From an optimization exercise on the open Yosys and OpenROAD flow, aimed at small area; shortcuts taken in it are not production practice.
Only simulation tests tie the RTL to the original design; equivalence was not proved.
Power is estimated from default activity; no workload was simulated.

Setup of run 3:
## gf1
module gf1
	(
	input MCLK,
	input CLK,  
	input IOW,
	input IOR,
	input CS1,  
	input CS2,  
	input DACK1,  
	input DACK2,  
	input RESET,
	output WAIT,
	output DRQ1,
	output DRQ2,
	output IRQ1,
	output IRQ2,
	output IRQ3,
	input DMA_TC,
	input [15:0] DATA_i,
	output [15:0] DATA_o,
	input IO16,
	input [3:0] ADDRESS,
	output BUSA_LOW,
	output BUSA_HIGH,
	input [7:0] DRAM_DATA_i,
	output [7:0] DRAM_DATA_o,
	output reg DRAM_WE,
	output reg DRAM_RAS,
	output [8:0] DRAM_ADDR,
	output DRAM_CAS0,
	output DRAM_CAS1,
	output DRAM_CAS2,
	output DRAM_CAS3,
	output DAC_DATA,
	output reg DAC_CLK,
	output reg DAC_LR,
	output reg DAC_LR2
	);
	reg clk_sel[0:16];
	reg clk1, clk2, clk3, clk4;
	reg clk1_q, clk4_q;
	reg chan_sel_i;
	reg [5:0] chan_cnt[1:1];
	reg chan_cnt_inc, chan_cnt_zero;   
	reg chan_cnt_res_l;
	reg chan_c0_l;
	reg [4:0] chan_latch1[0:3];
	reg chan_f1_seen;         
	reg [4:0] chan_latch2;
	reg [4:0] chan_active_cnt;
	reg [4:0] chan_active_cnt_l;
	reg [4:0] chan_irq;
	reg [4:0] chan_irq_l;
	reg [4:0] chan_cmp_l;
	reg [4:0] chan_cmp_l2;
	reg [4:0] ram_addr_l;
	reg chan_cnt_res;
	reg clk4_chc0;
	reg clk4_chc0n;
	reg voice_ram_update_pipeline;
	reg voice_ram_update;
	reg [4:0] chan_sel;
	reg [15:0] glob_data_bus;
	wire chan_c0 = chan_cnt[1][0];
  ...
For scale: ~90 I/O pins, ~0.19 mm2 of cells after synthesis.
clock: 15.0 ns
lec_check: 0
cap_margin: 20
core_margin: 2
core_utilization: 60
place_density: 0.7
slew_margin: 20
synth_memory_max_bits: 16384
standard.sh (not shown) runs the stock make flow with config.mk's settings and CLKGATE_MAP_FILE= SYNTH_SCRIPT=/design/flow/synth_recipe.tcl, a recipe that flattens the netlist after the stock synthesis.
==> flow/flow/run.sh <==
#!/bin/bash
# Own layout flow: the standard synthesis, its combinational logic re-mapped
# for area (registers untouched), then the standard layout with its own
# clock tree settings. Each tool's output goes to a log file here.
set -euo pipefail
HERE=$(pwd)
RES=$HERE/orfs/results/$FLOW_PLATFORM/gf1/base
LIB=$FLOW_HOME/platforms/$FLOW_PLATFORM/lib/sky130_fd_sc_hd__tt_025C_1v80.lib
CFG=$FLOW_HOME/platforms/$FLOW_PLATFORM/config.mk

# 1. standard synthesis
bash standard.sh "$RES/1_2_yosys.v" > "$HERE/log_1_synth.txt" 2>&1
cp "$RES/1_2_yosys.v" "$HERE/synth_standard.v"

# 2. re-map the combinational logic
SEQ=$(grep -oE 'sky130_fd_sc_hd__[a-z0-9_]+' "$RES/1_2_yosys.v" | sort -u | grep -E '__(e|s|se)?df|__dl' | tr '\n' ' ')
DU=$(sed -n '/DONT_USE_CELLS += /,/^#/p' "$CFG" | grep -oE 'sky130_fd_sc_hd__[a-z0-9_]+' | sed 's/^/-dont_use /' | tr '\n' ' ')
sed -e "s#{LIB}#$LIB#g" -e "s#{NETLIST}#$RES/1_2_yosys.v#g" -e "s#{TOP}#$FLOW_TOP#g" \
    -e "s#{SEQ}#$SEQ#g" -e "s#{DONTUSE}#$DU#g" -e "s#{ABCSCRIPT}#$HERE/flow/area.abc#g" \
    flow/remap.ys > "$HERE/remap_run.ys"
yosys -l "$HERE/log_2_remap.txt" -q "$HERE/remap_run.ys" > /dev/null 2>&1

# 3. the rest of the standard layout, with the clock tree settings below
CTS="-sink_clustering_enable -repair_clock_nets -dont_use_dummy_load -sink_clustering_size ${CTS_SIZE:-26} -sink_clustering_max_diameter ${CTS_DIAM:-80}"
bash standard.sh "CTS_ARGS=$CTS" "BUFFER_PORTS_ARGS=-buffer_cell sky130_fd_sc_hd__buf_1" finish > "$HERE/log_3_layout.txt" 2>&1
==> flow/flow/area.abc <==
&get -n
&st
&dc2
&dch -f
&nf -R 1000
&put
mfs2 -W 4 -M 5000
&get -n
&st
&dch -f
&nf -R 1000
&put
mfs2 -W 4 -M 5000
&get -n
&st
&dch -f
&nf -R 1000
&put
==> flow/flow/remap.ys <==
# Re-maps the combinational logic of the standard synthesis netlist for area.
# The flip-flops (dfxtp/edfxtp and any other sequential cell) are kept as they are.
read_liberty -ignore_miss_func {LIB}
read_verilog {NETLIST}
hierarchy -top {TOP}
blackbox {SEQ}
flatten
opt_clean
abc -liberty {LIB} {DONTUSE} -script {ABCSCRIPT}
opt_clean -purge
hilomap -singleton -hicell sky130_fd_sc_hd__conb_1 HI -locell sky130_fd_sc_hd__conb_1 LO
insbuf -buf sky130_fd_sc_hd__buf_4 A X
splitnets
opt_clean -purge
stat -liberty {LIB}
write_verilog -noattr -noexpr -nohex -nodec {NETLIST}
Inputs modified between run 3 and run 5:
--- a/flow/design.v
+++ b/flow/design.v
@@ -617,20 +617,40 @@
 	reg ramp_is_stopped_l[0:4];
 	reg voice_ram_read;
 	reg [15:0] mul_val_a_l;
 	reg [15:0] mul_val_a;
 	reg [8:0] mul_val_b;
 	reg [7:0] interp_in;
 	reg [8:0] interp_in_mul;
 	wire signed [15:0] mul_val_a_s = mul_val_a;
 	wire signed [9:0] mul_val_b_s = { 1'h0, mul_val_b };
 	reg signed [24:0] mul_result;
+	reg [24:0] mul_booth;
+	reg [2:0] mb_g;
+	reg mb_one, mb_two, mb_neg;
+	reg [16:0] mb_p;
+	integer mb_i;
+	wire [10:0] mb_b = {1'b0, mul_val_b, 1'b0};
+	always @*
+	begin
+		mul_booth = 25'h0;
+		for (mb_i = 0; mb_i < 5; mb_i = mb_i + 1)
+		begin
+			mb_g = mb_b[2*mb_i +: 3];
+			mb_one = mb_g[0] ^ mb_g[1];
+			mb_two = (mb_g == 3'b011) | (mb_g == 3'b100);
+			mb_neg = mb_g[2] & ~(mb_g[1] & mb_g[0]);
+			mb_p = (mb_one ? {mul_val_a[15], mul_val_a} : (mb_two ? {mul_val_a, 1'b0} : 17'h0)) ^ {17{mb_neg}};
+			mul_booth = mul_booth + ({~mb_p[16], mb_p} << (2*mb_i)) + ({24'h0, mb_neg} << (2*mb_i));
+		end
+		mul_booth = mul_booth - 25'h0aa0000;
+	end
 	reg [15:0] mul_mem[0:1];
 	reg [15:0] mul_interp;
 	reg [11:0] atten_l[0:1];
 	reg [3:0] pan_l[0:1];
 	reg w2048;
 	wire [3:0] pan = w2048 ? pan_l[1] : ~pan_l[1];
 	reg [8:0] pan_atten;
 	wire [12:0] atten1 = { 1'h0, atten_l[1] } + { pan_atten, 4'h0 };
 	wire [11:0] atten = ((pan == 4'hf) | atten1[12]) ? 12'h000 : atten1[11:0];
 	reg [15:0] val_shifted;
@@ -2093,21 +2113,21 @@
 		if (w33)
 			interp_in <= wave_cur[8:1];
 		if (w2036)
 			interp_in_mul <= 9'h100 - { 1'h0, interp_in };
 		if (w2035)
 			interp_in_mul <= { 1'h0, interp_in };
 		if (clk3)
 			mul_val_b <= interp_in_mul;
 		else if (clk1)
 			mul_val_b <= { 1'h1, atten[7:0] };
-		mul_result <= mul_val_a_s * mul_val_b_s;
+		mul_result <= mul_booth;
 		if (w2415)
 			mul_mem[0] <= mul_result[23:8];
 		if (w2416)
 			mul_mem[1] <= mul_result[23:8];
 		if (w2036)
 			mul_interp <= mul_mem[0] + mul_mem[1];
 		if (w2415)
 			w2048 <= 1'h1;
 		else if (w2416)
 			w2048 <= 1'h0;
[summary]
Compared with run 3, run 5 shows internal power of the cells lower by 2.3%.
As far as synthesis-to-layout area growth is concerned, run 3 and run 5 perform about the same.
Total power sits lower in run 5 than in run 3.
Run comparison: run 3 destination of the critical timing path vr_ring[3646]$_DFF_P_; run 5 destination of the critical timing path wave_addr_l[1][28]$_DFFE_PP_
On total routing resource utilization after global routing, the higher figure sits with run 5, not run 3.
Run 5 supports a higher top clock frequency than run 3.
Changes observed in run 5 relative to run 3: average footprint of a synthesized cell went up 0.13 um2, first-iteration DRC count shrank by about 3%, met3 routed wirelength saw a decrease, power in the clock group closely matched the old numbers, combinational power -40%.
[run 5] synthesized area fell about 0.6% relative to run 3
On die height, run 3 tracks run 5 almost exactly.
Setup WNS run 3 -> run 5: better
Critical setup path kind = in2reg: run 3; critical setup path kind = reg2reg: run 5
Row part of the total power dissipated in combinational logic: run 5 lower / run 3 higher

[re-timing with driven ports]
The flow's constraints put no driver on any port. The routed layouts listed below were extracted and timed again, unchanged, in two steps.
Step 1, drivers: a clkbuf_16 drives MCLK and a buf_2 each remaining input, both assumed.
Step 2 moves the port delays by t, midway between the first and last clock arrival at a register: inputs arrive t later, outputs are due t later. That takes back most of the time a late clock gives input paths.
Slacks: ideal / step 1 / step 2; pairs: ideal / step 1.
| run | t (ns) | setup slack, ns | hold slack, ns | latest minus earliest clock arrival (ns) |
|---|---|---|---|---|
| run 3 | 1.024 | 5.902 / 5.979 / 4.955 | 0.309 / 0.309 / 0.309 | 0.113 / 0.113 |
| run 5 | 1.046 | 6.050 / 6.050 / 5.793 | 0.306 / 0.306 / 0.306 | 0.147 / 0.146 |
After both steps setup and hold are still met in every run listed. The setup slack of run 3, which loses most, moves by +0.077 ns with the drivers and by -0.947 ns with both steps.
